Context: an optimization exercise on an open-source flow, tuned for small area, a short achievable clock period and few clock cycles. The choices shown serve that exercise and are no tape-out recipe.
Where RTL was checked, it was by simulation tests only, not by an equivalence proof against the original.
Only the layout flow was run in run 5; the RTL was not checked for function there.
No activity file was given, so power comes from the tool's default toggle rates.

## design/flow/design.v

```verilog
module Datapath (input clk, rst,
                 input [23:0] imem_data,
                 input [23:0] dmem_rdata,
                 output [23:0] imem_addr,
                 output [23:0] dmem_addr,
                 output [23:0] dmem_wdata,
                 output dmem_we,
                 output halted
);
    reg [23:0] H, W, K, C, X, J, L, P, T, AC, MDR, MAR, PC;
    reg [23:0] IR;       
    reg        vD;       
    reg [3:0]  rcode;    
    reg        d_inv;    
    reg        d_mul;    
    reg [23:0] OPR;      
    reg        o0;       
    reg [3:0]  dst;
    reg        x_ld, x_st, x_clac, x_mv, x_alu, x_cin, x_div, x_mul2, x_mul4, x_mul, x_jmp, x_const, x_halt;
    reg        x_rac, x_rmdr;    
    reg        x_acwr, x_achold;  
    reg        st_pend;  
    reg        halt_q;   
    reg        stl;      
    reg [4:0]  mcnt;     
    reg        mskip;    
    wire [23:0] wval = OPR | ({24{x_rac}} & AC) | ({24{x_rmdr | (x_ld & st_pend)}} & MDR) |
                       ({24{x_const}} & IR) | ({24{x_ld & ~st_pend}} & dmem_rdata);
    wire        wr   = x_mv | x_const;
    wire we_H = wr & (dst == 4'd1), we_W = wr & (dst == 4'd2), we_K = wr & (dst == 4'd3);
    wire we_C = wr & (dst == 4'd4), we_X = wr & (dst == 4'd5), we_J = wr & (dst == 4'd6);
    wire we_L = wr & (dst == 4'd7), we_P = wr & (dst == 4'd8), we_T = wr & (dst == 4'd9);
    wire we_A = wr & (dst == 4'd10), we_D = wr & (dst == 4'd12), we_M = wr & (dst == 4'd13);
    wire [23:0] sum;
    prefix_add24 adder (.a(AC), .b(OPR), .cin(x_cin), .s(sum));
    wire [23:0] mmask = ~(24'hFFFFFE << mcnt) & {24{AC[23]}};
    wire        skip4 = mskip & (AC[23:20] == 4'd0) & (mcnt != 5'd20);
    wire [4:0]  mnext = mcnt + (skip4 ? 5'd4 : 5'd1);
    wire        mdone = mcnt == 5'd23;
    wire        mstep = x_mul & ~skip4;
    wire taken = x_jmp & ~sum[23];
    wire stall = stl;    
    wire        ac_wr   = x_acwr;        
    wire        ac_hold = x_achold;      
    wire [23:0] use_sum = {24{x_alu}};
    wire [23:0] use_ms  = {24{mstep}} & mmask;
    wire [23:0] ac_oth  = ({24{ac_wr}} & wval) | ({24{ac_hold}} & AC) |
                          ({24{x_div}} & {4'd0, AC[23:4]}) |
                          (({24{x_mul2}} | ({24{mstep}} & ~mmask)) & {AC[22:0], 1'b0}) |
                          ({24{x_mul4}} & {AC[21:0], 2'b0}) |
                          ({24{x_mul & skip4}} & {AC[19:0], 4'd0});
    wire [23:0] ac_next = (use_sum & sum) | (use_ms & {sum[22:0], o0}) | (~use_sum & ~use_ms & ac_oth);
    wire [23:0] pc_inc;
    inc24 pcinc (.a(PC), .y(pc_inc));
    wire        pc_take = taken & ~rst;
    wire        pc_step = ~rst & ~stall & ~taken;
    wire        pc_keep = ~rst & stall;
    wire [23:0] pc_next = ({24{pc_take}} & IR) | ({24{pc_step}} & pc_inc) | ({24{pc_keep}} & PC);
    assign imem_addr  = PC;
    assign dmem_addr  = MAR;
    assign dmem_wdata = MDR;
    assign dmem_we    = st_pend;
    assign halted     = halt_q;
    wire [4:0] f_op  = imem_data[4:0];
    wire [2:0] f_od  = imem_data[7:5];
    wire [3:0] f_src = imem_data[12:9];
    wire f_mv   = f_op == 5'd8;
    wire f_opnd = f_op == 5'd11 || f_op == 5'd12 || f_op == 5'd16 || f_op == 5'd17;
    wire [3:0] f_ocode = (f_od == 3'd2) ? 4'd2 : (f_od == 3'd3) ? 4'd3 : (f_od == 3'd1) ? 4'd9 :
                         (f_od == 3'd5) ? 4'd5 : (f_od == 3'd6) ? 4'd6 : 4'd7;
    wire [3:0] f_rcode = f_mv ? ((f_src == 4'd10 || f_src == 4'd12) ? 4'd0 : f_src) :
                         f_opnd ? f_ocode : 4'd0;
    wire [4:0] d_op  = IR[4:0];
    wire [3:0] d_dst = IR[8:5];
    wire [3:0] d_src = IR[12:9];
    wire d_mv   = d_op == 5'd8;
    wire d_2w   = d_op == 5'd17 || d_op == 5'd20;       
    wire s_H  = rcode == 4'd1, s_W = rcode == 4'd2, s_K = rcode == 4'd3;
    wire s_C  = rcode == 4'd4, s_X = rcode == 4'd5, s_J = rcode == 4'd6;
    wire s_L  = rcode == 4'd7, s_P = rcode == 4'd8, s_T = rcode == 4'd9;
    wire s_IR = rcode == 4'd14;
    wire fwd  = x_mv & (dst == rcode) & (rcode != 4'd0);
    wire [23:0] rdv = ({24{s_H}} & H) | ({24{s_W}} & W) | ({24{s_K}} & K) | ({24{s_C}} & C) |
                      ({24{s_X}} & X) | ({24{s_J}} & J) | ({24{s_L}} & L) | ({24{s_P}} & P) |
                      ({24{s_T}} & T) | ({24{s_IR}} & IR);
    wire [23:0] opv = fwd ? wval : rdv;
    wire [23:0] opr_next = d_mul ? {1'b0, opv[23:1]} : opv ^ {24{d_inv}};
    always @(posedge clk) begin
        if (rst) begin
            vD      <= 1'b0;
            x_ld    <= 1'b0;
            x_st    <= 1'b0;
            x_clac  <= 1'b0;
            x_mv    <= 1'b0;
            x_alu   <= 1'b0;
            x_div   <= 1'b0;
            x_mul2  <= 1'b0;
            x_mul4  <= 1'b0;
            x_mul   <= 1'b0;
            x_jmp   <= 1'b0;
            x_const <= 1'b0;
            x_halt  <= 1'b0;
            x_rac   <= 1'b0;
            x_rmdr  <= 1'b0;
            x_acwr  <= 1'b0;
            x_achold <= 1'b1;
            mcnt    <= 5'd0;
            mskip   <= 1'b1;
            st_pend <= 1'b0;
            halt_q  <= 1'b0;
            stl     <= 1'b0;
        end else begin
            stl     <= stall ? (x_halt | (x_mul & (mnext != 5'd23)))
                             : (vD & (d_op == 5'd16 || (~d_op[4] & ~d_op[3] & ~d_op[0])));
            st_pend <= x_st & ~stall;
            halt_q  <= x_halt;
            if (!stall) begin
                vD      <= ~taken & ~(vD & d_2w);
                x_ld    <= vD & (d_op == 5'd3);
                x_st    <= vD & (d_op == 5'd5);
                x_clac  <= vD & (d_op == 5'd7);
                x_mv    <= vD & d_mv;
                x_alu   <= vD & (d_op == 5'd9 || d_op == 5'd10 || d_op == 5'd11 || d_op == 5'd12);
                x_div   <= vD & (d_op == 5'd13);
                x_mul2  <= vD & (d_op == 5'd14);
                x_mul4  <= vD & (d_op == 5'd15);
                x_mul   <= vD & (d_op == 5'd16);
                x_jmp   <= vD & (d_op == 5'd17);
                x_const <= vD & (d_op == 5'd20);
                x_halt  <= vD & ~d_op[4] & ~d_op[3] & ~d_op[0];
                x_rac   <= vD & ((d_mv & (d_src == 4'd10)) | (d_op == 5'd5));
                x_rmdr  <= vD & d_mv & (d_src == 4'd12);
                x_acwr  <= vD & (d_op == 5'd3 || ((d_mv || d_op == 5'd20) && d_dst == 4'd10));
                x_achold <= ~vD | ~(d_op == 5'd3 || ((d_mv || d_op == 5'd20) && d_dst == 4'd10) ||
                                    d_op == 5'd7 || d_op == 5'd9 || d_op == 5'd10 || d_op == 5'd11 ||
                                    d_op == 5'd12 || d_op == 5'd13 || d_op == 5'd14 || d_op == 5'd15 ||
                                    d_op == 5'd16);
            end
            mcnt  <= (x_mul & ~mdone) ? mnext : 5'd0;
            mskip <= ~(x_mul & ~mdone) | skip4;
        end
    end
    always @(posedge clk) PC <= pc_next;
    always @(posedge clk) begin
        if (!stall) begin
            IR    <= imem_data;
            rcode <= f_rcode;
            d_inv <= f_op == 5'd12 || f_op == 5'd17 || f_op == 5'd10;
            d_mul <= f_op == 5'd16;
            dst   <= d_dst;
            OPR   <= opr_next;
            o0    <= opv[0];
            x_cin <= d_op == 5'd12 || d_op == 5'd17 || d_op == 5'd9;
        end
    end
    always @(posedge clk) begin
        if (we_H) H <= wval;
        if (we_W) W <= wval;
        if (we_K) K <= wval;
        if (we_C) C <= wval;
        if (we_X) X <= wval;
        if (we_J) J <= wval;
        if (we_L) L <= wval;
        if (we_P) P <= wval;
        if (we_T) T <= wval;
        if (we_M) MAR <= wval;
        if (we_D | x_ld | x_st) MDR <= wval;
        AC <= ac_next;
    end
endmodule
module prefix_add24 (input [23:0] a, b, input cin, output [23:0] s);
    wire [23:0] p0 = a ^ b;
    wire [23:0] g0 = a & b;
    wire [23:0] g [0:5];
    wire [23:0] p [0:5];
    assign g[0] = {g0[23:1], g0[0] | (p0[0] & cin)};
    assign p[0] = p0;
    genvar l, i;
    generate
        for (l = 0; l < 5; l = l + 1) begin : lev
            for (i = 0; i < 24; i = i + 1) begin : bi
                if (i >= (1 << l)) begin : n
                    assign g[l+1][i] = g[l][i] | (p[l][i] & g[l][i - (1 << l)]);
                    assign p[l+1][i] = p[l][i] & p[l][i - (1 << l)];
                end else begin : pass
                    assign g[l+1][i] = g[l][i];
                    assign p[l+1][i] = p[l][i];
                end
            end
        end
    endgenerate
    wire [23:0] c = {g[5][22:0], cin};    
    assign s = p0 ^ c;
endmodule
module inc24 (input [23:0] a, output [23:0] y);
    wire [23:0] t [0:5];
    assign t[0] = a;
    genvar l, i;
    generate
        for (l = 0; l < 5; l = l + 1) begin : lev
            for (i = 0; i < 24; i = i + 1) begin : bi
                if (i >= (1 << l)) begin : n
                    assign t[l+1][i] = t[l][i] & t[l][i - (1 << l)];
                end else begin : pass
                    assign t[l+1][i] = t[l][i];
                end
            end
        end
    endgenerate
    wire [23:0] c = {t[5][22:0], 1'b1};   
    assign y = a ^ c;
endmodule
```

## design/flow/flow/run.sh

```bash
#!/bin/bash
# Standard layout, with plain buffers on the ports and timing repair aiming
# at a 6.7 ns setup margin.
bash standard.sh SETUP_SLACK_MARGIN=6.7 'BUFFER_PORTS_ARGS=-buffer_cell sky130_fd_sc_hd__buf_2' finish > standard.log 2>&1
```

## design/flow/standard.sh

```bash
#!/bin/bash
# synth_recipe.tcl (not shown) runs the flow's synth.tcl, then flattens the netlist and writes it again
# the make line also repeats each setting of config.mk as NAME=value (left out here)
make -C /OpenROAD-flow-scripts/flow DESIGN_CONFIG=/design/flow/config.mk WORK_HOME=/design/flow/orfs CLKGATE_MAP_FILE= SYNTH_SCRIPT=/design/flow/synth_recipe.tcl "${@:-finish}"
```

## design/flow/config.mk

```make
export PLATFORM = sky130hd
export DESIGN_NAME = Datapath
export DESIGN_NICKNAME = Datapath
export VERILOG_FILES = /design/flow/design.v
export SDC_FILE = /design/flow/constraint.sdc
export NUM_CORES = 4
export LEC_CHECK = 0
export CAP_MARGIN = 20
export CORE_MARGIN = 2
export CORE_UTILIZATION = 65
export CTS_BUF_LIST = sky130_fd_sc_hd__clkbuf_8
export CTS_CLUSTER_DIAMETER = 60
export CTS_CLUSTER_SIZE = 15
export SLEW_MARGIN = 20
```

## design/flow/constraint.sdc

```tcl
create_clock -name core_clock -period 10.0 [get_ports {clk}]
set_input_delay 2.0000 -clock core_clock [delete_from_list [all_inputs] [get_ports {clk}]]
set_output_delay 2.0000 -clock core_clock [all_outputs]
set_load 0.01 [all_outputs]
```

==> results of run 1 <==
## report_power, final
| group | total (W) | switching, W | internal (W) |
|---|---|---|---|
| Clock | 0.000977 | 0.000553 | 0.000424 |
| Combinational | 0.000869 | 0.000534 | 0.000335 |
| Sequential | 0.00215 | 0.000204 | 0.00194 |
| Total | 0.00399 | 0.00129 | 0.00270 |
## cell usage after synthesis, types with 12 or more instances
cell type | count | area (µm²)
sky130_fd_sc_hd__a21o_1 | 12 | 90.09
sky130_fd_sc_hd__a21oi_1 | 67 | 335.3
sky130_fd_sc_hd__a221o_1 | 68 | 680.7
sky130_fd_sc_hd__a221oi_1 | 26 | 227.7
sky130_fd_sc_hd__a222oi_1 | 24 | 240.2
sky130_fd_sc_hd__a22o_1 | 25 | 219.0
sky130_fd_sc_hd__a22oi_1 | 90 | 675.7
sky130_fd_sc_hd__a311oi_1 | 18 | 157.7
sky130_fd_sc_hd__a31oi_1 | 16 | 100.1
sky130_fd_sc_hd__buf_2 | 19 | 95.09
sky130_fd_sc_hd__clkbuf_1 | 64 | 240.2
sky130_fd_sc_hd__dfxtp_1 | 73 | 1461
sky130_fd_sc_hd__edfxtp_1 | 324 | 9729
sky130_fd_sc_hd__ha_1 | 26 | 325.3
sky130_fd_sc_hd__inv_1 | 22 | 82.58
sky130_fd_sc_hd__mux2i_1 | 30 | 300.3
sky130_fd_sc_hd__nand2_1 | 125 | 469.2
sky130_fd_sc_hd__nand3_1 | 23 | 115.1
sky130_fd_sc_hd__nand4_1 | 31 | 193.9
sky130_fd_sc_hd__nor2_1 | 90 | 337.8
sky130_fd_sc_hd__nor3_1 | 22 | 110.1
sky130_fd_sc_hd__o211ai_1 | 18 | 135.1
sky130_fd_sc_hd__o21ai_0 | 27 | 135.1
sky130_fd_sc_hd__xnor2_1 | 36 | 315.3
sky130_fd_sc_hd__xor2_1 | 19 | 166.4
## through the flow
stage,total power [W],setup slack [ps],hold WS [ps]
finish,0.003995,6792,481.3
global route,0.004131,6687,498.3
CTS,0.003955,6709,481.1
detailed placement,0.003003,6150,459.9
global placement,0.002990,6167,458.1
floorplan,0.002680,6178,426.9
## worst min path at each step
| stage | end | slack, ps | cells after the start |
|---|---|---|---|
| floorplan | x_rmdr$_SDFFE_PP0N_ | 430 | 2 |
| global placement | PC[23]$_DFF_P_ | 460 | 2 |
| detailed placement | x_rmdr$_SDFFE_PP0N_ | 460 | 2 |
| CTS | x_rmdr$_SDFFE_PP0N_ | 480 | 2 |
| global route | halt_q$_SDFF_PP0_ | 500 | 1 |
| finish | halt_q$_SDFF_PP0_ | 480 | 1 |
## per-layer routing
| metal | vias to the layer above | share of wire, % |
|---|---|---|
| li1 | 6040 | - |
| met1 | 6707 | 39 |
| met2 | 982 | 45 |
| met3 | 151 | 12 |
| met4 | 0 | 4.5 |
| met5 | - | 0 |
## cell usage in the layout (no fill, tap or decap), drive strengths merged, types with 10 or more instances in the layout
master  count
dfxtp      73
a221o      68
nand2     126
a311oi     18
buf       156
nand3      24
o211ai     19
a31oi      16
ha         26
nor2       90
a21oi      69
a222oi     24
xor2       19
xnor2      36
edfxtp    324
a22o       25
nand4      31
clkbuf     36
nand2b     10
a221oi     26
nor3       24
a21o       12
a22oi      90
mux2i      30
inv        31
o21ai      33
## repair_timing
item | CTS | global route
pin swaps | 0 | 3
resized for setup | 5 | 9
setup buffers | 1 | 3
endpoints found under the setup margin | 28 | 28
cloned | 0 | 1
## cell type report
type / count / area, µm² / share of cell area (%)
sequential: 397 / 11190 / 55.84
clock buffer: 36 / 495.5 / 2.472
clock inverter: 16 / 186.4 / 0.9303
multi-input combinational: 939 / 6726 / 33.56
timing repair buffer: 156 / 882.1 / 4.402
tap: 378 / 473.0 / 2.360
inverter: 23 / 86.33 / 0.4308
## logic make-up (layout without fill, tap and decap cells)
kind of cell             count (synthesis)  count (layout)
flip-flops                             397             397
buffers and inverters                  117             231
adder cells (fa/ha/maj)                 28              28
multiplexers                            33              33
AND/OR/NAND/NOR                        370             371
XOR/XNOR                                55              55
AO/OA/AOI/OAI                          452             452
==> impl_metrics.prom, run 1 <==
# TYPE chip_impl_metric gauge
chip_impl_info{name="run_status",value="no timing/DRC/antenna violations"} 1
chip_impl_info{name="regToRegEndpoint",value="AC[20]$_DFF_P_"} 1
chip_impl_metric{name="areaGrowthSynthToFinish",unit="%"} 10.23
chip_impl_metric{name="share_of_synthesized_flip_flops_with_an_asynchronous_set_or_reset",unit="%"} 0
chip_impl_metric{name="post_synth_mux_area_share",unit="%"} 1.838
chip_impl_metric{name="slew_headroom",unit="%"} 23.27
chip_impl_info{name="worst_setup_path_start_kind",value="flop"} 1
chip_impl_metric{name="syn-instance-count",unit=""} 1452
chip_impl_info{name="worst_path_dominant_cell_family",value="flip-flops"} 1
chip_impl_info{name="min-delay-start",value="x_halt$_SDFFE_PP0N_"} 1
chip_impl_metric{name="io_buffer_count",unit=""} 123
chip_impl_info{name="end_kind",value="primary output"} 1
chip_impl_metric{name="drt.antenna.violating_nets",unit=""} 0
chip_impl_metric{name="clock_sinks",unit=""} 397
chip_impl_info{name="cts_root_buf",value="sky130_fd_sc_hd__clkbuf_8"} 1
chip_impl_metric{name="chipWidth",unit="µm"} 171.2
chip_impl_info{name="hold_path.class",value="flop to flop"} 1
chip_impl_info{name="critPathKind",value="flop to primary output"} 1
chip_impl_metric{name="worst_clock_skew",unit="ps"} 31.67
chip_impl_metric{name="actual_slew_at_the_worst_max_slew_pin",unit="ps"} 1149
chip_impl_metric{name="routed_wire_length_per_instance",unit="µm"} 27.89
chip_impl_metric{name="report.final.setup_viol",unit=""} 0
chip_impl_info{name="main_combinational_cell_family_by_area_after_synthesis",value="compound AO/OA/AOI/OAI gates"} 1
chip_impl_metric{name="crit_path_max_incr_delay",unit="ps"} 460
chip_impl_metric{name="count_of_final_hold_check_violations",unit=""} 0
chip_impl_metric{name="fp.dieH",unit="µm"} 171.2
chip_impl_metric{name="post_synth_num_cell_types",unit=""} 73
chip_impl_metric{name="antenna_cells",unit=""} 0
chip_impl_metric{name="totalWireLength",unit="mm"} 54.25
chip_impl_metric{name="route.vias.total",unit=""} 13880
chip_impl_metric{name="post-route-util",unit="%"} 72.53
chip_impl_metric{name="critical_path_required",unit="ps"} 8000
chip_impl_metric{name="cellLeakagePower",unit="nW"} 6.931
chip_impl_info{name="cells_traversed_along_the_worst_timing_path",value="buf_2"} 1
chip_impl_metric{name="die-area",unit="mm²"} 0.02932
chip_impl_metric{name="cts-hold-fix-buffers",unit=""} 0
chip_impl_metric{name="grt_max_degree",unit=""} 68
chip_impl_metric{name="synth-seq-area-share",unit="%"} 61.56
chip_impl_metric{name="num-fill-cells",unit=""} 1904
chip_impl_metric{name="irDropWorstVdd",unit="µV"} 205.4
chip_impl_metric{name="timing.final.max_slew_violations",unit=""} 0
chip_impl_metric{name="gr-usage-met1",unit="%"} 51.68
chip_impl_metric{name="finish.instance_area",unit="mm²"} 0.02004
chip_impl_metric{name="first_global_vias",unit=""} 12920
chip_impl_info{name="cts_tree",value="yes"} 1
chip_impl_metric{name="finalCriticalPeriod",unit="ps"} 3208
chip_impl_metric{name="post-route-drc-count",unit=""} 0
chip_impl_metric{name="core_area",unit="mm²"} 0.02763
chip_impl_metric{name="grt_pass1_wl",unit="mm"} 80.00
chip_impl_metric{name="antenna_violations_before_repair",unit=""} 0
chip_impl_metric{name="floorplan.initialDensity",unit="%"} 65.80
chip_impl_metric{name="finalSetupTns",unit="ps"} 0
chip_impl_metric{name="place_hpwl",unit="mm"} 35.14
chip_impl_info{name="worst_setup_path_startpoint",value="PC[9]$_DFF_P_"} 1
chip_impl_metric{name="cp_data_arrival_time",unit="ps"} 1210
chip_impl_metric{name="max-cap-violations",unit=""} 0
chip_impl_metric{name="synthXorXnorAreaFrac",unit="%"} 2.650
chip_impl_info{name="busiest_layer",value="met2"} 1
chip_impl_metric{name="area_share_of_fa_ha_maj_cells_after_synthesis",unit="%"} 2.010
chip_impl_metric{name="worstSkewPairLatency",unit="ps"} 580
chip_impl_metric{name="grtUsageTotal",unit="%"} 37.11
chip_impl_metric{name="number_of_buffers_and_inverters_on_the_critical_path",unit=""} 1
chip_impl_info{name="commonest_register_cell_after_synthesis",value="sky130_fd_sc_hd__edfxtp_1"} 1
chip_impl_metric{name="number_of_enable_type_register_cells_in_the_synthesized_netlist",unit=""} 324
chip_impl_info{name="worst_r2r_startpoint",value="AC[0]$_DFF_P_"} 1
chip_impl_info{name="rsz0062_at_grt",value="true"} 1
chip_impl_metric{name="globalRouteOverflowTotal",unit=""} 0
chip_impl_metric{name="cp_num_cells",unit=""} 1
chip_impl_metric{name="cts-buffers-inserted",unit=""} 36
chip_impl_metric{name="avgViaCountPerCell",unit=""} 7.136
chip_impl_metric{name="final.period_utilization",unit="%"} 32.08
chip_impl_metric{name="synth-compound-area-share",unit="%"} 19.33
chip_impl_metric{name="final_net_count",unit=""} 1631
chip_impl_metric{name="detailed_place.area",unit="mm²"} 0.01924
chip_impl_metric{name="synth.net_count",unit=""} 1530
chip_impl_metric{name="global_route_met3_utilization",unit="%"} 8.168
chip_impl_info{name="setup.worst_path.end",value="imem_addr[9]"} 1
chip_impl_metric{name="fp-row-count",unit=""} 61
chip_impl_metric{name="length_of_the_first_detailed_routing_pass_in_iterations",unit=""} 10
chip_impl_metric{name="synthesis.area",unit="mm²"} 0.01818
chip_impl_metric{name="dpl.cell_count",unit=""} 1888
chip_impl_metric{name="power-per-cell-area",unit="mW/mm²"} 199.3
chip_impl_metric{name="r2r.worst_path.cells",unit=""} 12
chip_impl_metric{name="drt_first_iter_violations",unit=""} 2277
chip_impl_metric{name="clk_pin_slew",unit="ps"} 90
chip_impl_metric{name="fraction_of_final_layout_cells_sized_beyond_drive_strength_1",unit="%"} 16.27
chip_impl_metric{name="clockBufferDepth",unit=""} 3
chip_impl_metric{name="postSynthRegisterBits",unit=""} 397
chip_impl_metric{name="globalplace.congestion",unit=""} 0.9597
chip_impl_metric{name="final-instance-count-excl-fill",unit=""} 1945
chip_impl_metric{name="r2r_setup_slk",unit="ps"} 6790
chip_impl_metric{name="synth_warnings",unit=""} 3
chip_impl_info{name="cp_slowest_cell",value="sky130_fd_sc_hd__dfxtp_1"} 1
chip_impl_metric{name="top_ports",unit=""} 124
chip_impl_metric{name="path_max_fanout",unit=""} 6
chip_impl_metric{name="area_fraction_in_and_or_nand_and_nor_cells_after_synthesis",unit="%"} 10.05
chip_impl_metric{name="fmax",unit="MHz"} 311.7
chip_impl_metric{name="ctsHtreeMaxLevel",unit=""} 2
chip_impl_metric{name="post_synth.cell_area_avg",unit="µm²"} 12.52
chip_impl_metric{name="use_met2",unit="%"} 56.59
Testbench counts, summed over its fixed seeds: cycles 103,362.
==> inputs of run 2 (changes only) <==
--- a/design/flow/config.mk
+++ b/design/flow/config.mk
@@ -9,3 +9,3 @@
 export CORE_MARGIN = 2
-export CORE_UTILIZATION = 65
+export CORE_UTILIZATION = 50
 export CTS_BUF_LIST = sky130_fd_sc_hd__clkbuf_8
==> impl_metrics.prom, run 2 <==
# TYPE chip_impl_metric gauge
chip_impl_metric{name="drt_first_iter_violations",unit=""} 1657
chip_impl_info{name="cp_slowest_cell",value="sky130_fd_sc_hd__dfxtp_1"} 1
chip_impl_metric{name="post_synth.cell_area_avg",unit="µm²"} 12.52
chip_impl_metric{name="num-fill-cells",unit=""} 2990
chip_impl_info{name="critPathKind",value="flop to primary output"} 1
chip_impl_info{name="synth_largest_area_cell",value="sky130_fd_sc_hd__edfxtp_1"} 1
chip_impl_metric{name="floorplan.initialDensity",unit="%"} 50.99
chip_impl_metric{name="synth-seq-area-share",unit="%"} 61.56
chip_impl_info{name="cts_root_buf",value="sky130_fd_sc_hd__clkbuf_8"} 1
chip_impl_metric{name="fp-row-count",unit=""} 69
chip_impl_metric{name="chipWidth",unit="µm"} 194.7
chip_impl_metric{name="finalSetupTns",unit="ps"} 0
chip_impl_metric{name="area_share_of_fa_ha_maj_cells_after_synthesis",unit="%"} 2.010
chip_impl_metric{name="max-cap-violations",unit=""} 0
chip_impl_metric{name="cellLeakagePower",unit="nW"} 6.954
chip_impl_metric{name="path_max_fanout",unit=""} 7
chip_impl_info{name="rsz0062_at_grt",value="false"} 1
chip_impl_metric{name="area_fraction_in_and_or_nand_and_nor_cells_after_synthesis",unit="%"} 10.05
chip_impl_info{name="final_common_cell",value="sky130_fd_sc_hd__edfxtp_1"} 1
chip_impl_metric{name="post_synth_num_cell_types",unit=""} 73
chip_impl_info{name="main_combinational_cell_family_by_area_after_synthesis",value="compound AO/OA/AOI/OAI gates"} 1
chip_impl_metric{name="syn-instance-count",unit=""} 1452
chip_impl_metric{name="count_of_final_hold_check_violations",unit=""} 0
chip_impl_metric{name="ctsHtreeMaxLevel",unit=""} 2
chip_impl_metric{name="dpl.cell_count",unit=""} 1972
chip_impl_metric{name="clockBufferDepth",unit=""} 3
chip_impl_info{name="min-delay-start",value="x_rmdr$_SDFFE_PP0N_"} 1
chip_impl_metric{name="areaGrowthSynthToFinish",unit="%"} 10.99
chip_impl_metric{name="post-route-drc-count",unit=""} 0
chip_impl_metric{name="core_area",unit="mm²"} 0.03566
chip_impl_info{name="cells_traversed_along_the_worst_timing_path",value="buf_2"} 1
chip_impl_metric{name="drt.antenna.violating_nets",unit=""} 0
chip_impl_metric{name="length_of_the_first_detailed_routing_pass_in_iterations",unit=""} 6
chip_impl_metric{name="route.vias.total",unit=""} 13670
chip_impl_metric{name="cp_data_arrival_time",unit="ps"} 1230
chip_impl_metric{name="grt_max_degree",unit=""} 69
chip_impl_metric{name="critical_path_required",unit="ps"} 8000
chip_impl_metric{name="globalplace.congestion",unit=""} 0.9338
chip_impl_metric{name="final_net_count",unit=""} 1634
chip_impl_metric{name="share_of_synthesized_flip_flops_with_an_asynchronous_set_or_reset",unit="%"} 0
chip_impl_metric{name="fmax",unit="MHz"} 309.8
chip_impl_metric{name="crit_path_max_incr_delay",unit="ps"} 460
chip_impl_metric{name="synth-compound-area-share",unit="%"} 19.33
chip_impl_metric{name="post-route-util",unit="%"} 56.59
chip_impl_metric{name="avgViaCountPerCell",unit=""} 6.715
chip_impl_metric{name="clk_pin_slew",unit="ps"} 100
chip_impl_metric{name="grtUsageTotal",unit="%"} 29.42
chip_impl_metric{name="synth.net_count",unit=""} 1530
chip_impl_info{name="worst_path_dominant_cell_family",value="flip-flops"} 1
chip_impl_metric{name="fp.dieH",unit="µm"} 194.7
chip_impl_metric{name="postSynthRegisterBits",unit=""} 397
chip_impl_info{name="leading_cell_types_by_count_after_synthesis",value="sky130_fd_sc_hd__edfxtp_1, sky130_fd_sc_hd__nand2_1, sky130_fd_sc_hd__a22oi_1, sky130_fd_sc_hd__nor2_1, sky130_fd_sc_hd__dfxtp_1"} 1
chip_impl_metric{name="globalRouteOverflowTotal",unit=""} 0
chip_impl_metric{name="power-per-cell-area",unit="mW/mm²"} 197.5
chip_impl_metric{name="fraction_of_final_layout_cells_sized_beyond_drive_strength_1",unit="%"} 16.65
chip_impl_metric{name="report.final.setup_viol",unit=""} 0
chip_impl_metric{name="worstSkewPairLatency",unit="ps"} 590
chip_impl_info{name="commonest_register_cell_after_synthesis",value="sky130_fd_sc_hd__edfxtp_1"} 1
chip_impl_metric{name="top_ports",unit=""} 124
chip_impl_metric{name="synthesis.area",unit="mm²"} 0.01818
chip_impl_info{name="worst_hold_path.endpoint",value="x_rmdr$_SDFFE_PP0N_"} 1
chip_impl_metric{name="worst_clock_skew",unit="ps"} 30.04
chip_impl_metric{name="number_of_buffers_and_inverters_on_the_critical_path",unit=""} 1
chip_impl_info{name="cts_tree",value="yes"} 1
chip_impl_metric{name="antenna_cells",unit=""} 0
chip_impl_metric{name="post_synth_mux_area_share",unit="%"} 1.838
chip_impl_metric{name="actual_slew_at_the_worst_max_slew_pin",unit="ps"} 1112
chip_impl_metric{name="first_global_vias",unit=""} 12730
chip_impl_metric{name="hold_path_depth",unit=""} 2
chip_impl_metric{name="place_hpwl",unit="mm"} 37.11
chip_impl_metric{name="die-area",unit="mm²"} 0.03790
chip_impl_metric{name="finalCriticalPeriod",unit="ps"} 3227
chip_impl_info{name="layout_common_cells",value="sky130_fd_sc_hd__edfxtp_1, sky130_fd_sc_hd__nand2_1, sky130_fd_sc_hd__buf_2"} 1
chip_impl_metric{name="synthXorXnorAreaFrac",unit="%"} 2.650
chip_impl_metric{name="cts-buffers-inserted",unit=""} 37
chip_impl_metric{name="yosys.area.top_type_share",unit="%"} 53.52
chip_impl_info{name="worst_setup_path_start_kind",value="flop"} 1
chip_impl_metric{name="multiInputGateArea",unit="mm²"} 0.006744
chip_impl_metric{name="irDropWorstVdd",unit="µV"} 101.0
chip_impl_info{name="run_status",value="no timing/DRC/antenna violations"} 1
chip_impl_metric{name="r2r.worst_path.cells",unit=""} 7
chip_impl_info{name="worst_r2r_startpoint",value="rcode[3]$_DFFE_PN_"} 1
chip_impl_metric{name="grt_pass1_wl",unit="mm"} 82.79
chip_impl_metric{name="timing.final.max_slew_violations",unit=""} 0
chip_impl_info{name="synth.top_cells.by_area",value="sky130_fd_sc_hd__edfxtp_1, sky130_fd_sc_hd__dfxtp_1, sky130_fd_sc_hd__a221o_1"} 1
chip_impl_metric{name="synth_warnings",unit=""} 3
chip_impl_metric{name="routed_wire_length_per_instance",unit="µm"} 27.97
chip_impl_metric{name="slew_headroom",unit="%"} 25.75
chip_impl_metric{name="final-instance-count-excl-fill",unit=""} 2035
chip_impl_info{name="regToRegEndpoint",value="OPR[8]$_DFFE_PN_"} 1
chip_impl_info{name="hold_path.class",value="flop to flop"} 1
chip_impl_metric{name="io_buffer_count",unit=""} 123
chip_impl_metric{name="number_of_enable_type_register_cells_in_the_synthesized_netlist",unit=""} 324
chip_impl_metric{name="smallest_hold_slack",unit="ps"} 481.6
chip_impl_metric{name="antenna_violations_before_repair",unit=""} 0
chip_impl_metric{name="totalWireLength",unit="mm"} 56.91
chip_impl_metric{name="seq_area",unit="mm²"} 0.01119
chip_impl_info{name="end_kind",value="primary output"} 1
chip_impl_metric{name="report.power.total",unit="W"} 0.003984
chip_impl_metric{name="clock_sinks",unit=""} 397
chip_impl_metric{name="r2r_setup_slk",unit="ps"} 6810
chip_impl_metric{name="final.period_utilization",unit="%"} 32.27
chip_impl_info{name="synth.most_common_cell",value="sky130_fd_sc_hd__edfxtp_1"} 1
-- run 2: tightest hold or removal path: stages, from the launching register on --
cell and delay, ps:
sky130_fd_sc_hd__dfxtp_1 330, sky130_fd_sc_hd__nand2_1 50, sky130_fd_sc_hd__o21ai_0 60
-- run 2: area by class of cell --
cell class | instances | area share (%)
clock buffers | 38 | 2.592
multi-input cells | 939 | 33.42
repair buffers | 158 | 4.489
clock inverters | 19 | 0.7379
well taps | 461 | 2.859
inverters | 23 | 0.4279
flip-flops and latches | 397 | 55.47
-- run 2: cell families after synthesis --
logic type | after synthesis
AOI/OAI and AO/OA | 452
xor gates and xnor gates | 55
adders and majority gates | 28
buffers and inverters | 117
DFF | 397
muxes | 33
and+or+nand+nor | 370
-- run 2: worst max-delay path by stage --
stage / from / end / slack (ps) / depth (start not counted)
floorplan: x_const$_SDFFE_PP0N_ / C[0]$_DFFE_PP_ / 6180 / 4
global placement: rst / x_rmdr$_SDFFE_PP0N_ / 6210 / 8
detailed placement: rst / x_rmdr$_SDFFE_PP0N_ / 6200 / 8
CTS: PC[15]$_DFF_P_ / imem_addr[15] / 6750 / 1
global route: OPR[0]$_DFFE_PN_ / AC[20]$_DFF_P_ / 6700 / 12
finish: PC[15]$_DFF_P_ / imem_addr[15] / 6770 / 1
-- run 2: layer usage --
layer,up-vias,GRT usage [%],routed length [µm]
met3,118,4.997,4982
met1,6756,42.17,24380
met5,-,0,0
li1,6048,-,-
met4,0,11.28,2150
met2,744,45.02,25400
-- run 2: report_power, final --
group / leakage (nW) / switching, W / internal, W / total [W]
registers: 3.66 / 0.000200 / 0.00194 / 0.00214
clock network: 0.352 / 0.000568 / 0.000391 / 0.000959
logic: 2.94 / 0.000545 / 0.000336 / 0.000881
-- run 2: what timing repair did --
item / in CTS / in global routing
endpoints found under the setup margin: 30 / 26
hold buffers: 0 / 0
resized for setup: 7 / 11
pin swaps: 1 / 3
gates cloned: 0 / 1
setup buffers: 3 / 1
-- run 2: stage by stage --
step / setup slack (ps) / area, µm²
finish: 6773 / 20180
detailed placement: 6204 / 19370
floorplan: 6178 / 18190
global route: 6700 / 20180
CTS: 6748 / 20090
global placement: 6214 / 19350
==> inputs of run 3 (changes only) <==
--- a/design/flow/config.mk
+++ b/design/flow/config.mk
@@ -9,3 +9,3 @@
 export CORE_MARGIN = 2
-export CORE_UTILIZATION = 50
+export CORE_UTILIZATION = 60
 export CTS_BUF_LIST = sky130_fd_sc_hd__clkbuf_8
==> impl_metrics.prom, run 3 <==
# TYPE chip_impl_metric gauge
chip_impl_info{name="run_status",value="no timing/DRC/antenna violations"} 1
chip_impl_metric{name="cp_data_arrival_time",unit="ps"} 1230
chip_impl_metric{name="grtUsageTotal",unit="%"} 35.48
chip_impl_metric{name="post_synth_mux_area_share",unit="%"} 1.838
chip_impl_info{name="worst_setup_path_start_kind",value="flop"} 1
chip_impl_metric{name="clock_sinks",unit=""} 397
chip_impl_metric{name="clk_pin_slew",unit="ps"} 100
chip_impl_info{name="critPathKind",value="flop to primary output"} 1
chip_impl_metric{name="finalSetupTns",unit="ps"} 0
chip_impl_info{name="final_common_cell",value="sky130_fd_sc_hd__edfxtp_1"} 1
chip_impl_metric{name="synth-seq-area-share",unit="%"} 61.56
chip_impl_metric{name="report.final.setup_viol",unit=""} 0
chip_impl_metric{name="io_buffer_count",unit=""} 123
chip_impl_metric{name="first_global_vias",unit=""} 13020
chip_impl_metric{name="areaGrowthSynthToFinish",unit="%"} 10.30
chip_impl_info{name="synth_largest_area_cell",value="sky130_fd_sc_hd__edfxtp_1"} 1
chip_impl_info{name="end_kind",value="primary output"} 1
chip_impl_metric{name="cts-buffers-inserted",unit=""} 37
chip_impl_metric{name="worstSkewPairLatency",unit="ps"} 580
chip_impl_metric{name="synthesis.area",unit="mm²"} 0.01818
chip_impl_metric{name="worst_clock_skew",unit="ps"} 19.92
chip_impl_metric{name="avgViaCountPerCell",unit=""} 7.192
chip_impl_metric{name="synth_warnings",unit=""} 3
chip_impl_metric{name="post-route-drc-count",unit=""} 0
chip_impl_metric{name="finalCriticalPeriod",unit="ps"} 3226
chip_impl_metric{name="core_area",unit="mm²"} 0.02972
chip_impl_metric{name="place_hpwl",unit="mm"} 36.27
chip_impl_metric{name="chipWidth",unit="µm"} 178.1
chip_impl_info{name="worst_path_dominant_cell_family",value="flip-flops"} 1
chip_impl_metric{name="synthXorXnorAreaFrac",unit="%"} 2.650
chip_impl_metric{name="path_max_fanout",unit=""} 7
chip_impl_info{name="highest-signal-layer",value="met4"} 1
chip_impl_metric{name="post-route-util",unit="%"} 67.48
chip_impl_metric{name="clockBufferDepth",unit=""} 3
chip_impl_metric{name="postSynthRegisterBits",unit=""} 397
chip_impl_metric{name="grt_pass1_wl",unit="mm"} 82.43
chip_impl_metric{name="synth-compound-area-share",unit="%"} 19.33
chip_impl_metric{name="final_net_count",unit=""} 1632
chip_impl_info{name="cp_slowest_cell",value="sky130_fd_sc_hd__dfxtp_1"} 1
chip_impl_metric{name="post_synth.cell_area_avg",unit="µm²"} 12.52
chip_impl_metric{name="fraction_of_final_layout_cells_sized_beyond_drive_strength_1",unit="%"} 16.25
chip_impl_metric{name="irDropWorstVdd",unit="µV"} 153.9
chip_impl_metric{name="cts-hold-fix-buffers",unit=""} 0
chip_impl_metric{name="yosys.area.top_type_share",unit="%"} 53.52
chip_impl_info{name="synth.most_common_cell",value="sky130_fd_sc_hd__edfxtp_1"} 1
chip_impl_metric{name="total_met3_wirelength_after_detailed_routing",unit="mm"} 6.365
chip_impl_metric{name="totalWireLength",unit="mm"} 56.21
chip_impl_info{name="main_combinational_cell_family_by_area_after_synthesis",value="compound AO/OA/AOI/OAI gates"} 1
chip_impl_metric{name="length_of_the_first_detailed_routing_pass_in_iterations",unit=""} 9
chip_impl_metric{name="top_ports",unit=""} 124
chip_impl_metric{name="antenna_violations_before_repair",unit=""} 1
chip_impl_metric{name="globalRouteOverflowTotal",unit=""} 0
chip_impl_metric{name="max-cap-violations",unit=""} 0
chip_impl_metric{name="timing.final.max_slew_violations",unit=""} 0
chip_impl_metric{name="fp-row-count",unit=""} 63
chip_impl_metric{name="globalplace.congestion",unit=""} 0.9919
chip_impl_info{name="rsz0062_at_grt",value="false"} 1
chip_impl_info{name="commonest_register_cell_after_synthesis",value="sky130_fd_sc_hd__edfxtp_1"} 1
chip_impl_metric{name="fmax",unit="MHz"} 310.0
chip_impl_metric{name="number_of_enable_type_register_cells_in_the_synthesized_netlist",unit=""} 324
chip_impl_metric{name="critical_path_required",unit="ps"} 8000
chip_impl_metric{name="share_of_synthesized_flip_flops_with_an_asynchronous_set_or_reset",unit="%"} 0
chip_impl_info{name="cts_root_buf",value="sky130_fd_sc_hd__clkbuf_8"} 1
chip_impl_metric{name="grt_max_degree",unit=""} 69
chip_impl_metric{name="floorplan.initialDensity",unit="%"} 61.18
chip_impl_info{name="leading_cell_types_by_count_after_synthesis",value="sky130_fd_sc_hd__edfxtp_1, sky130_fd_sc_hd__nand2_1, sky130_fd_sc_hd__a22oi_1, sky130_fd_sc_hd__nor2_1, sky130_fd_sc_hd__dfxtp_1"} 1
chip_impl_metric{name="die-area",unit="mm²"} 0.03171
chip_impl_metric{name="slew_headroom",unit="%"} 29.04
chip_impl_info{name="layout_common_cells",value="sky130_fd_sc_hd__edfxtp_1, sky130_fd_sc_hd__nand2_1, sky130_fd_sc_hd__buf_2"} 1
chip_impl_metric{name="met2RoutedLength",unit="mm"} 25.04
chip_impl_metric{name="drt_first_iter_violations",unit=""} 2277
chip_impl_metric{name="power-per-cell-area",unit="mW/mm²"} 201.0
chip_impl_metric{name="number_of_buffers_and_inverters_on_the_critical_path",unit=""} 1
chip_impl_metric{name="count_of_final_hold_check_violations",unit=""} 0
chip_impl_metric{name="area_fraction_in_and_or_nand_and_nor_cells_after_synthesis",unit="%"} 10.05
chip_impl_metric{name="syn-instance-count",unit=""} 1452
chip_impl_info{name="synth.top_cells.by_area",value="sky130_fd_sc_hd__edfxtp_1, sky130_fd_sc_hd__dfxtp_1, sky130_fd_sc_hd__a221o_1"} 1
chip_impl_info{name="hold_path.class",value="flop to flop"} 1
chip_impl_metric{name="fp.dieH",unit="µm"} 178.1
chip_impl_info{name="cells_traversed_along_the_worst_timing_path",value="buf_2"} 1
chip_impl_metric{name="actual_slew_at_the_worst_max_slew_pin",unit="ps"} 1063
chip_impl_metric{name="routed_wire_length_per_instance",unit="µm"} 28.68
chip_impl_metric{name="smallest_hold_slack",unit="ps"} 473.3
chip_impl_metric{name="route.vias.total",unit=""} 14100
chip_impl_metric{name="area_share_of_fa_ha_maj_cells_after_synthesis",unit="%"} 2.010
chip_impl_metric{name="drt.antenna.violating_nets",unit=""} 0
chip_impl_info{name="cts_tree",value="yes"} 1
chip_impl_metric{name="post_synth_num_cell_types",unit=""} 73
chip_impl_metric{name="cellLeakagePower",unit="nW"} 6.935
chip_impl_metric{name="synth.net_count",unit=""} 1530
chip_impl_metric{name="crit_path_max_incr_delay",unit="ps"} 470
chip_impl_metric{name="final.period_utilization",unit="%"} 32.26
chip_impl_metric{name="met1_length",unit="mm"} 22.57
chip_impl_metric{name="ctsHtreeMaxLevel",unit=""} 2
-- run 3: final cells by class --
cell class                 count  area, µm²
timing repair buffer         156      865.8
antenna                        1      2.502
tap                          390      488.0
clock buffer                  37      509.2
multi-input combinational    939       6706
sequential                   397      11190
clock inverter                17      203.9
fill                        2155       9664
inverter                      23      86.33
-- run 3: cell families (layout without fill, tap and decap cells) --
| group | Yosys count | after routing |
|---|---|---|
| AND/OR/NAND/NOR | 370 | 371 |
| multiplexers | 33 | 33 |
| other | 0 | 1 |
| XOR/XNOR | 55 | 55 |
| AO/OA/AOI/OAI | 452 | 452 |
| buffers and inverters | 117 | 233 |
| adder cells (fa/ha/maj) | 28 | 28 |
| flip-flops | 397 | 397 |
-- run 3: what timing repair did --
item                       4_1_cts  5_1_grt
resized for setup                4        6
setup buffers                    1        2
gates cloned                     0        1
hold endpoints to repair         0        0
pin swaps                        0        3
setup endpoints to repair       28       18
-- run 3: final timing paths --
kind	from	end	slack, ps	cells after the start
setup reg to reg	OPR[0]$_DFFE_PN_	AC[20]$_DFF_P_	6880	12
hold / removal	x_halt$_SDFFE_PP0N_	halt_q$_SDFF_PP0_	470	1
hold reg to reg	x_halt$_SDFFE_PP0N_	halt_q$_SDFF_PP0_	470	1
setup / recovery	PC[7]$_DFF_P_	imem_addr[7]	6770	1
-- run 3: power breakdown --
part	internal, W	total, W	switching, W
registers	0.00194	0.00215	0.000201
clock network	0.000436	0.00101	0.000571
logic	0.000336	0.000880	0.000544
-- run 3: metrics by stage --
step                      setup slack (ps)  cells  instance area (µm²)  power (W)
after floorplan                       6178   1452                18190   0.002680
after global placement                6218   1901                19270   0.002999
after detailed placement              6188   1901                19270   0.003012
after CTS                             6715   1956                20010   0.003994
after global routing                  6705   1959                20050   0.004163
final                                 6774   1960                20050   0.004032
-- run 3: layer usage --
metal  global-route usage [%]  vias up
met2                    53.33     1015
met4                    13.76        0
li1                         -     6042
met3                    5.797      137
met5                        0        -
met1                    52.09     6903
-- run 3: worst reg2reg max path: stages (launching register included) --
cell and delay, ps:
sky130_fd_sc_hd__edfxtp_1 420, sky130_fd_sc_hd__fa_1 470, sky130_fd_sc_hd__inv_1 90, sky130_fd_sc_hd__fa_1 220, sky130_fd_sc_hd__nor2b_1 70, sky130_fd_sc_hd__o2111ai_1 260, sky130_fd_sc_hd__a21oi_1 140, sky130_fd_sc_hd__a221oi_2 190
sky130_fd_sc_hd__buf_4 200, sky130_fd_sc_hd__a211oi_4 90, sky130_fd_sc_hd__a221o_1 350, sky130_fd_sc_hd__xor2_1 170, sky130_fd_sc_hd__a221o_1 350
==> inputs of run 4 (changes only) <==
--- a/design/flow/config.mk
+++ b/design/flow/config.mk
@@ -10,3 +10,3 @@
 export CORE_UTILIZATION = 60
-export CTS_BUF_LIST = sky130_fd_sc_hd__clkbuf_8
+export CTS_BUF_LIST = sky130_fd_sc_hd__clkbuf_16 sky130_fd_sc_hd__clkbuf_8
 export CTS_CLUSTER_DIAMETER = 60
==> impl_metrics.prom, run 4 <==
# TYPE chip_impl_metric gauge
chip_impl_metric{name="count_of_final_hold_check_violations",unit=""} 0
chip_impl_metric{name="drt_first_iter_violations",unit=""} 2029
chip_impl_metric{name="cp_data_arrival_time",unit="ps"} 3520
chip_impl_metric{name="final.period_utilization",unit="%"} 31.95
chip_impl_metric{name="critical_path_required",unit="ps"} 10330
chip_impl_metric{name="final-instance-count-excl-fill",unit=""} 1957
chip_impl_info{name="end_kind",value="flop"} 1
chip_impl_metric{name="cellLeakagePower",unit="nW"} 7.121
chip_impl_metric{name="top_ports",unit=""} 124
chip_impl_metric{name="max-cap-violations",unit=""} 0
chip_impl_metric{name="r2r.worst_path.cells",unit=""} 11
chip_impl_metric{name="timing.final.max_slew_violations",unit=""} 0
chip_impl_info{name="synth.top_cells.by_area",value="sky130_fd_sc_hd__edfxtp_1, sky130_fd_sc_hd__dfxtp_1, sky130_fd_sc_hd__a221o_1"} 1
chip_impl_metric{name="actual_slew_at_the_worst_max_slew_pin",unit="ps"} 1077
chip_impl_metric{name="synth-seq-area-share",unit="%"} 61.56
chip_impl_metric{name="clockBufferDepth",unit=""} 3
chip_impl_metric{name="areaGrowthSynthToFinish",unit="%"} 12.57
chip_impl_metric{name="clock_sinks",unit=""} 397
chip_impl_metric{name="floorplan.initialDensity",unit="%"} 61.18
chip_impl_metric{name="total_switching_power",unit="W"} 0.001375
chip_impl_metric{name="cts-buffers-inserted",unit=""} 37
chip_impl_metric{name="final_net_count",unit=""} 1630
chip_impl_info{name="synth_largest_area_cell",value="sky130_fd_sc_hd__edfxtp_1"} 1
chip_impl_metric{name="yosys.area.top_type_share",unit="%"} 53.52
chip_impl_info{name="hold_path.class",value="flop to flop"} 1
chip_impl_info{name="layout_common_cells",value="sky130_fd_sc_hd__edfxtp_1, sky130_fd_sc_hd__nand2_1, sky130_fd_sc_hd__buf_2"} 1
chip_impl_metric{name="number_of_enable_type_register_cells_in_the_synthesized_netlist",unit=""} 324
chip_impl_metric{name="synth.net_count",unit=""} 1530
chip_impl_metric{name="ctsHtreeMaxLevel",unit=""} 2
chip_impl_metric{name="grtUsageTotal",unit="%"} 35.43
chip_impl_metric{name="combPwrFrac",unit="%"} 20.1
chip_impl_info{name="critPathKind",value="input port to flop"} 1
chip_impl_info{name="final_common_cell",value="sky130_fd_sc_hd__edfxtp_1"} 1
chip_impl_metric{name="net_switching_fraction_of_the_power",unit="%"} 31.21
chip_impl_metric{name="slew_headroom",unit="%"} 28.17
chip_impl_metric{name="route.vias.total",unit=""} 14020
chip_impl_metric{name="clock_power_share",unit="%"} 31.2
chip_impl_metric{name="avgViaCountPerCell",unit=""} 7.165
chip_impl_metric{name="path_max_fanout",unit=""} 13
chip_impl_metric{name="length_of_the_first_detailed_routing_pass_in_iterations",unit=""} 9
chip_impl_info{name="run_status",value="no timing/DRC/antenna violations"} 1
chip_impl_metric{name="detailed_place.area",unit="mm²"} 0.01927
chip_impl_info{name="worst_setup_path_start_kind",value="input port"} 1
chip_impl_info{name="leading_cell_types_by_count_after_synthesis",value="sky130_fd_sc_hd__edfxtp_1, sky130_fd_sc_hd__nand2_1, sky130_fd_sc_hd__a22oi_1, sky130_fd_sc_hd__nor2_1, sky130_fd_sc_hd__dfxtp_1"} 1
chip_impl_metric{name="fp-row-count",unit=""} 63
chip_impl_metric{name="finalSetupTns",unit="ps"} 0
chip_impl_metric{name="post-route-drc-count",unit=""} 0
chip_impl_metric{name="irDropWorstVdd",unit="µV"} 197.0
chip_impl_metric{name="power-per-cell-area",unit="mW/mm²"} 215.3
chip_impl_metric{name="place_hpwl",unit="mm"} 36.27
chip_impl_metric{name="drt.antenna.violating_nets",unit=""} 0
chip_impl_metric{name="synthesis.area",unit="mm²"} 0.01818
chip_impl_metric{name="share_of_synthesized_flip_flops_with_an_asynchronous_set_or_reset",unit="%"} 0
chip_impl_metric{name="fp.dieH",unit="µm"} 178.1
chip_impl_metric{name="chipWidth",unit="µm"} 178.1
chip_impl_metric{name="die-area",unit="mm²"} 0.03171
chip_impl_metric{name="io_buffer_count",unit=""} 123
chip_impl_metric{name="post_synth.cell_area_avg",unit="µm²"} 12.52
chip_impl_metric{name="first_global_vias",unit=""} 12950
chip_impl_metric{name="worst_clock_skew",unit="ps"} 12.04
chip_impl_metric{name="grt_pass1_wl",unit="mm"} 82.39
chip_impl_info{name="cts_root_buf",value="sky130_fd_sc_hd__clkbuf_16"} 1
chip_impl_metric{name="core_area",unit="mm²"} 0.02972
chip_impl_metric{name="syn-instance-count",unit=""} 1452
chip_impl_info{name="synth.most_common_cell",value="sky130_fd_sc_hd__edfxtp_1"} 1
chip_impl_metric{name="routed_wire_length_per_instance",unit="µm"} 28.62
chip_impl_metric{name="globalRouteOverflowTotal",unit=""} 0
chip_impl_metric{name="finalCriticalPeriod",unit="ps"} 3195
chip_impl_metric{name="finish.instance_area",unit="mm²"} 0.02046
chip_impl_metric{name="postSynthRegisterBits",unit=""} 397
chip_impl_metric{name="fmax",unit="MHz"} 313.0
chip_impl_metric{name="fraction_of_final_layout_cells_sized_beyond_drive_strength_1",unit="%"} 16.15
chip_impl_info{name="commonest_register_cell_after_synthesis",value="sky130_fd_sc_hd__edfxtp_1"} 1
chip_impl_metric{name="report.final.setup_viol",unit=""} 0
chip_impl_metric{name="synth_warnings",unit=""} 3
chip_impl_metric{name="dpl.cell_count",unit=""} 1901
chip_impl_metric{name="smallest_hold_slack",unit="ps"} 477.9
chip_impl_metric{name="hold_path_depth",unit=""} 2
chip_impl_info{name="cts_tree",value="yes"} 1
chip_impl_info{name="rsz0062_at_grt",value="false"} 1
chip_impl_metric{name="antenna_cells",unit=""} 0
chip_impl_metric{name="totalWireLength",unit="mm"} 56.01
chip_impl_metric{name="post_synth_num_cell_types",unit=""} 73
chip_impl_metric{name="grt_max_degree",unit=""} 69
chip_impl_metric{name="cellInternalPower",unit="W"} 0.003031
chip_impl_metric{name="worstSkewPairLatency",unit="ps"} 530
chip_impl_metric{name="clk_pin_slew",unit="ps"} 60
chip_impl_metric{name="power.sequential.fraction",unit="%"} 48.7
chip_impl_metric{name="antenna_violations_before_repair",unit=""} 1
chip_impl_metric{name="globalplace.congestion",unit=""} 0.9919
==> run 4: worst paths after layout <==
check | slack (ps) | end | start
setup / recovery | 6810 | OPR[0]$_DFFE_PN_ | dmem_rdata[0]
hold / removal | 480 | x_jmp$_SDFFE_PP0N_ | x_jmp$_SDFFE_PP0N_
setup reg to reg | 6840 | AC[20]$_DFF_P_ | AC[0]$_DFF_P_
hold reg to reg | 480 | x_jmp$_SDFFE_PP0N_ | x_jmp$_SDFFE_PP0N_
==> run 4: per-layer routing <==
metal | up-vias | wire, µm | track usage, %
met4 | 0 | 2452 | 14.55
met3 | 156 | 6528 | 6.010
met1 | 6830 | 22570 | 52.15
met5 | - | 0 | 0
met2 | 990 | 24450 | 52.55
li1 | 6046 | - | -
==> run 4: worst max-delay path: stages <==
cell and delay [ps]:
sky130_fd_sc_hd__buf_2 100, sky130_fd_sc_hd__a221o_1 560, sky130_fd_sc_hd__mux2_2 400, sky130_fd_sc_hd__xor2_1 140
sky130_fd_sc_hd__nor2_1 50, sky130_fd_sc_hd__a21oi_1 260
==> run 4: layout make-up <==
type | instances | area (µm²)
clock buffers | 38 | 950.9
clock inverters | 16 | 176.4
fillers | 2111 | 9253
inverters | 23 | 86.33
multi-input cells | 938 | 6714
flip-flops and latches | 397 | 11190
well taps | 390 | 488.0
repair buffers | 155 | 858.3
==> run 4: what timing repair did <==
| item | CTS | global route |
|---|---|---|
| setup endpoints to repair | 29 | 14 |
| buffers inserted | 0 | 2 |
| hold buffers | 0 | 0 |
| resized for setup | 6 | 4 |
| pin swaps | 0 | 2 |
==> run 4: logic make-up after synthesis <==
logic type / count (synthesis) / share of synthesized area [%]
buf+inv: 117 / 2.567
xor+xnor: 55 / 2.650
compound gates: 452 / 19.33
mux: 33 / 1.838
fa+ha+maj: 28 / 2.010
simple gates: 370 / 10.05
flops: 397 / 61.56
==> run 4: power by group through the flow <==
| stage | clock (W) | combinational [W] | sequential (W) |
|---|---|---|---|
| 5_1_grt | 0.00143 | 0.000953 | 0.00215 |
| 3_5_place_dp | 0 | 0.000843 | 0.00217 |
| 3_3_place_gp | 0 | 0.000829 | 0.00217 |
| 4_1_cts | 0.00137 | 0.000854 | 0.00213 |
| 6_report | 0.00137 | 0.000885 | 0.00215 |
| 2_1_floorplan | 0 | 0.000620 | 0.00206 |
==> run 4: through the flow <==
step	utilization, %	total power (W)	setup WS, ps
2_1_floorplan	-	0.002680	6178
3_3_place_gp	64.84	0.002999	6218
3_5_place_dp	64.84	0.003012	6188
4_1_cts	68.74	0.004361	6712
5_1_grt	68.86	0.004533	6704
6_report	68.86	0.004406	6805
==> inputs of run 5 (changes only) <==
--- a/design/flow/design.v
+++ b/design/flow/design.v
@@ -90,18 +90,6 @@
             vD      <= 1'b0;
-            x_ld    <= 1'b0;
             x_st    <= 1'b0;
-            x_clac  <= 1'b0;
-            x_mv    <= 1'b0;
-            x_alu   <= 1'b0;
-            x_div   <= 1'b0;
-            x_mul2  <= 1'b0;
-            x_mul4  <= 1'b0;
             x_mul   <= 1'b0;
             x_jmp   <= 1'b0;
-            x_const <= 1'b0;
             x_halt  <= 1'b0;
-            x_rac   <= 1'b0;
-            x_rmdr  <= 1'b0;
-            x_acwr  <= 1'b0;
-            x_achold <= 1'b1;
             mcnt    <= 5'd0;
@@ -118,21 +106,6 @@
                 vD      <= ~taken & ~(vD & d_2w);
-                x_ld    <= vD & (d_op == 5'd3);
+                x_jmp   <= vD & (d_op == 5'd17);
+                x_halt  <= vD & ~d_op[4] & ~d_op[3] & ~d_op[0];
+                x_mul   <= vD & (d_op == 5'd16);
                 x_st    <= vD & (d_op == 5'd5);
-                x_clac  <= vD & (d_op == 5'd7);
-                x_mv    <= vD & d_mv;
-                x_alu   <= vD & (d_op == 5'd9 || d_op == 5'd10 || d_op == 5'd11 || d_op == 5'd12);
-                x_div   <= vD & (d_op == 5'd13);
-                x_mul2  <= vD & (d_op == 5'd14);
-                x_mul4  <= vD & (d_op == 5'd15);
-                x_mul   <= vD & (d_op == 5'd16);
-                x_jmp   <= vD & (d_op == 5'd17);
-                x_const <= vD & (d_op == 5'd20);
-                x_halt  <= vD & ~d_op[4] & ~d_op[3] & ~d_op[0];
-                x_rac   <= vD & ((d_mv & (d_src == 4'd10)) | (d_op == 5'd5));
-                x_rmdr  <= vD & d_mv & (d_src == 4'd12);
-                x_acwr  <= vD & (d_op == 5'd3 || ((d_mv || d_op == 5'd20) && d_dst == 4'd10));
-                x_achold <= ~vD | ~(d_op == 5'd3 || ((d_mv || d_op == 5'd20) && d_dst == 4'd10) ||
-                                    d_op == 5'd7 || d_op == 5'd9 || d_op == 5'd10 || d_op == 5'd11 ||
-                                    d_op == 5'd12 || d_op == 5'd13 || d_op == 5'd14 || d_op == 5'd15 ||
-                                    d_op == 5'd16);
             end
@@ -153,2 +126,17 @@
             x_cin <= d_op == 5'd12 || d_op == 5'd17 || d_op == 5'd9;
+            x_ld    <= vD & (d_op == 5'd3);
+            x_clac  <= vD & (d_op == 5'd7);
+            x_mv    <= vD & d_mv;
+            x_alu   <= vD & (d_op == 5'd9 || d_op == 5'd10 || d_op == 5'd11 || d_op == 5'd12);
+            x_div   <= vD & (d_op == 5'd13);
+            x_mul2  <= vD & (d_op == 5'd14);
+            x_mul4  <= vD & (d_op == 5'd15);
+            x_const <= vD & (d_op == 5'd20);
+            x_rac   <= vD & ((d_mv & (d_src == 4'd10)) | (d_op == 5'd5));
+            x_rmdr  <= vD & d_mv & (d_src == 4'd12);
+            x_acwr  <= vD & (d_op == 5'd3 || ((d_mv || d_op == 5'd20) && d_dst == 4'd10));
+            x_achold <= ~vD | ~(d_op == 5'd3 || ((d_mv || d_op == 5'd20) && d_dst == 4'd10) ||
+                            d_op == 5'd7 || d_op == 5'd9 || d_op == 5'd10 || d_op == 5'd11 ||
+                            d_op == 5'd12 || d_op == 5'd13 || d_op == 5'd14 || d_op == 5'd15 ||
+                            d_op == 5'd16);
         end
--- a/design/flow/config.mk
+++ b/design/flow/config.mk
@@ -10,3 +10,3 @@
 export CORE_UTILIZATION = 60
-export CTS_BUF_LIST = sky130_fd_sc_hd__clkbuf_16 sky130_fd_sc_hd__clkbuf_8
+export CTS_BUF_LIST = sky130_fd_sc_hd__clkbuf_8
 export CTS_CLUSTER_DIAMETER = 60
==> impl_metrics.prom, run 5 <==
# TYPE chip_impl_metric gauge
chip_impl_info{name="synth_largest_area_cell",value="sky130_fd_sc_hd__edfxtp_1"} 1
chip_impl_metric{name="totalWireLength",unit="mm"} 56.16
chip_impl_info{name="end_kind",value="primary output"} 1
chip_impl_metric{name="cts-buffers-inserted",unit=""} 38
chip_impl_info{name="run_status",value="no timing/DRC/antenna violations"} 1
chip_impl_metric{name="globalRouteOverflowTotal",unit=""} 0
chip_impl_info{name="cts_tree",value="yes"} 1
chip_impl_metric{name="path_max_fanout",unit=""} 1
chip_impl_metric{name="post_synth.cell_area_avg",unit="µm²"} 12.65
chip_impl_metric{name="drt_first_iter_violations",unit=""} 1948
chip_impl_metric{name="io_buffer_count",unit=""} 123
chip_impl_metric{name="drt.antenna.violating_nets",unit=""} 0
chip_impl_metric{name="top_ports",unit=""} 124
chip_impl_metric{name="num-fill-cells",unit=""} 2301
chip_impl_info{name="leading_cell_types_by_count_after_synthesis",value="sky130_fd_sc_hd__edfxtp_1, sky130_fd_sc_hd__a22oi_1, sky130_fd_sc_hd__nand2_1"} 1
chip_impl_metric{name="grt_max_degree",unit=""} 73
chip_impl_metric{name="syn-instance-count",unit=""} 1459
chip_impl_metric{name="irDropWorstVdd",unit="µV"} 141.2
chip_impl_info{name="layout_common_cells",value="sky130_fd_sc_hd__edfxtp_1, sky130_fd_sc_hd__buf_2, sky130_fd_sc_hd__a22oi_1"} 1
chip_impl_metric{name="final.period_utilization",unit="%"} 32.45
chip_impl_metric{name="clockBufferDepth",unit=""} 3
chip_impl_metric{name="chipWidth",unit="µm"} 179.4
chip_impl_metric{name="route.vias.total",unit=""} 14130
chip_impl_metric{name="share_of_synthesized_flip_flops_with_an_asynchronous_set_or_reset",unit="%"} 0
chip_impl_metric{name="critical_path_required",unit="ps"} 8000
chip_impl_metric{name="ctsHtreeMaxLevel",unit=""} 2
chip_impl_metric{name="synthesis.area",unit="mm²"} 0.01845
chip_impl_metric{name="post-route-drc-count",unit=""} 0
chip_impl_metric{name="cp_data_arrival_time",unit="ps"} 1240
chip_impl_metric{name="report.final.setup_viol",unit=""} 0
chip_impl_metric{name="floorplan.initialDensity",unit="%"} 60.63
chip_impl_info{name="cells_traversed_along_the_worst_timing_path",value="buf_2"} 1
chip_impl_info{name="cp_slowest_cell",value="sky130_fd_sc_hd__edfxtp_1"} 1
chip_impl_info{name="synth.most_common_cell",value="sky130_fd_sc_hd__edfxtp_1"} 1
-- run 5: power breakdown --
part / total (W) / internal (W) / leakage (nW) / switching, W
sequential: 0.00217 / 0.00197 / 3.71 / 0.000200
clock: 0.000968 / 0.000398 / 0.353 / 0.000569
combinational: 0.000994 / 0.000382 / 2.88 / 0.000613
-- run 5: cells by family (layout without fill, tap and decap cells) --
group,Yosys count,count (layout),share of synthesized area (%)
flops,397,397,61.25
xor+xnor,50,50,2.374
fa+ha+maj,28,28,1.980
buf+inv,127,248,2.692
compound gates,442,442,18.69
mux,53,54,2.957
simple gates,362,362,10.06
-- run 5: path summary, 6_finish.rpt --
path,startpoint,cells after the start,slack [ps],end
min reg2reg,x_halt$_SDFFE_PP0N_,1,470,halt_q$_SDFF_PP0_
max,MAR[8]$_DFFE_PP_,1,6760,dmem_addr[8]
min,x_halt$_SDFFE_PP0N_,1,470,halt_q$_SDFF_PP0_
max reg2reg,OPR[16]$_DFFE_PN_,8,6800,PC[20]$_DFF_P_
-- run 5: layout make-up --
type                            count  area, µm²  area share [%]
Clock buffer                       39      536.8           2.639
Clock inverter                     18      142.6          0.7013
Inverter                           29      108.9          0.5352
Multi-Input combinational cell    936       6842           33.64
Sequential cell                   397      11300           55.58
Tap cell                          396      495.5           2.436
Timing Repair Buffer              162      908.4           4.466
-- run 5: timing repair --
action,CTS,global route
endpoints found under the setup margin,5,17
cloned,0,1
gates resized for setup,2,11
hold buffers,0,0
-- run 5: per-layer routing --
| layer | part of all wire [%] | global-route usage [%] | wire length [µm] |
|---|---|---|---|
| met1 | 41 | 50.27 | 22980 |
| met2 | 44 | 51.63 | 24860 |
| met3 | 10 | 6.139 | 5852 |
| met4 | 4.4 | 14.45 | 2462 |
| met5 | 0 | 0 | 0 |
-- run 5: stage by stage --
step | total power, W | util [%] | setup WS [ps]
after floorplan | 0.002782 | - | 6199
after global placement | 0.003133 | 64.44 | 6115
after detailed placement | 0.003141 | 64.44 | 6156
after CTS | 0.004090 | 66.68 | 6717
after global routing | 0.004288 | 66.84 | 6701
final | 0.004136 | 66.84 | 6755

re-timing with driven ports:
The results above use ideal ports. As a check the final layouts listed here were re-extracted and re-timed, cells and wires unchanged.
Step 1: set_driving_cell puts a clkbuf_16 on clk and a buf_2 on each other input, an assumption about the parent block.
Step 2 times the ports against the registers' clock, not the clock port: input delays grow and output delays shrink by t, the midpoint of the rising clock arrivals with the driver on.
Slacks: ideal / step 1 / step 2; pairs: ideal / step 1.
run	t (ns)	slack for setup (ns)	worst setup path after step 2	worst slew at a driven data input, ns
run 1	0.616	6.792 / 6.740 / 6.220	input to register	0.05
run 2	0.635	6.773 / 6.721 / 6.278	input to register	0.03
run 3	0.619	6.774 / 6.724 / 6.288	input to register	0.04
run 4	0.580	6.805 / 6.780 / 6.256	input to register	0.04
run 5	0.618	6.755 / 6.706 / 6.217	input to register	0.04
After both steps setup and hold are still met in every run listed. The setup slack of run 1, which loses most, moves by -0.052 ns with the drivers and by -0.572 ns with both steps.
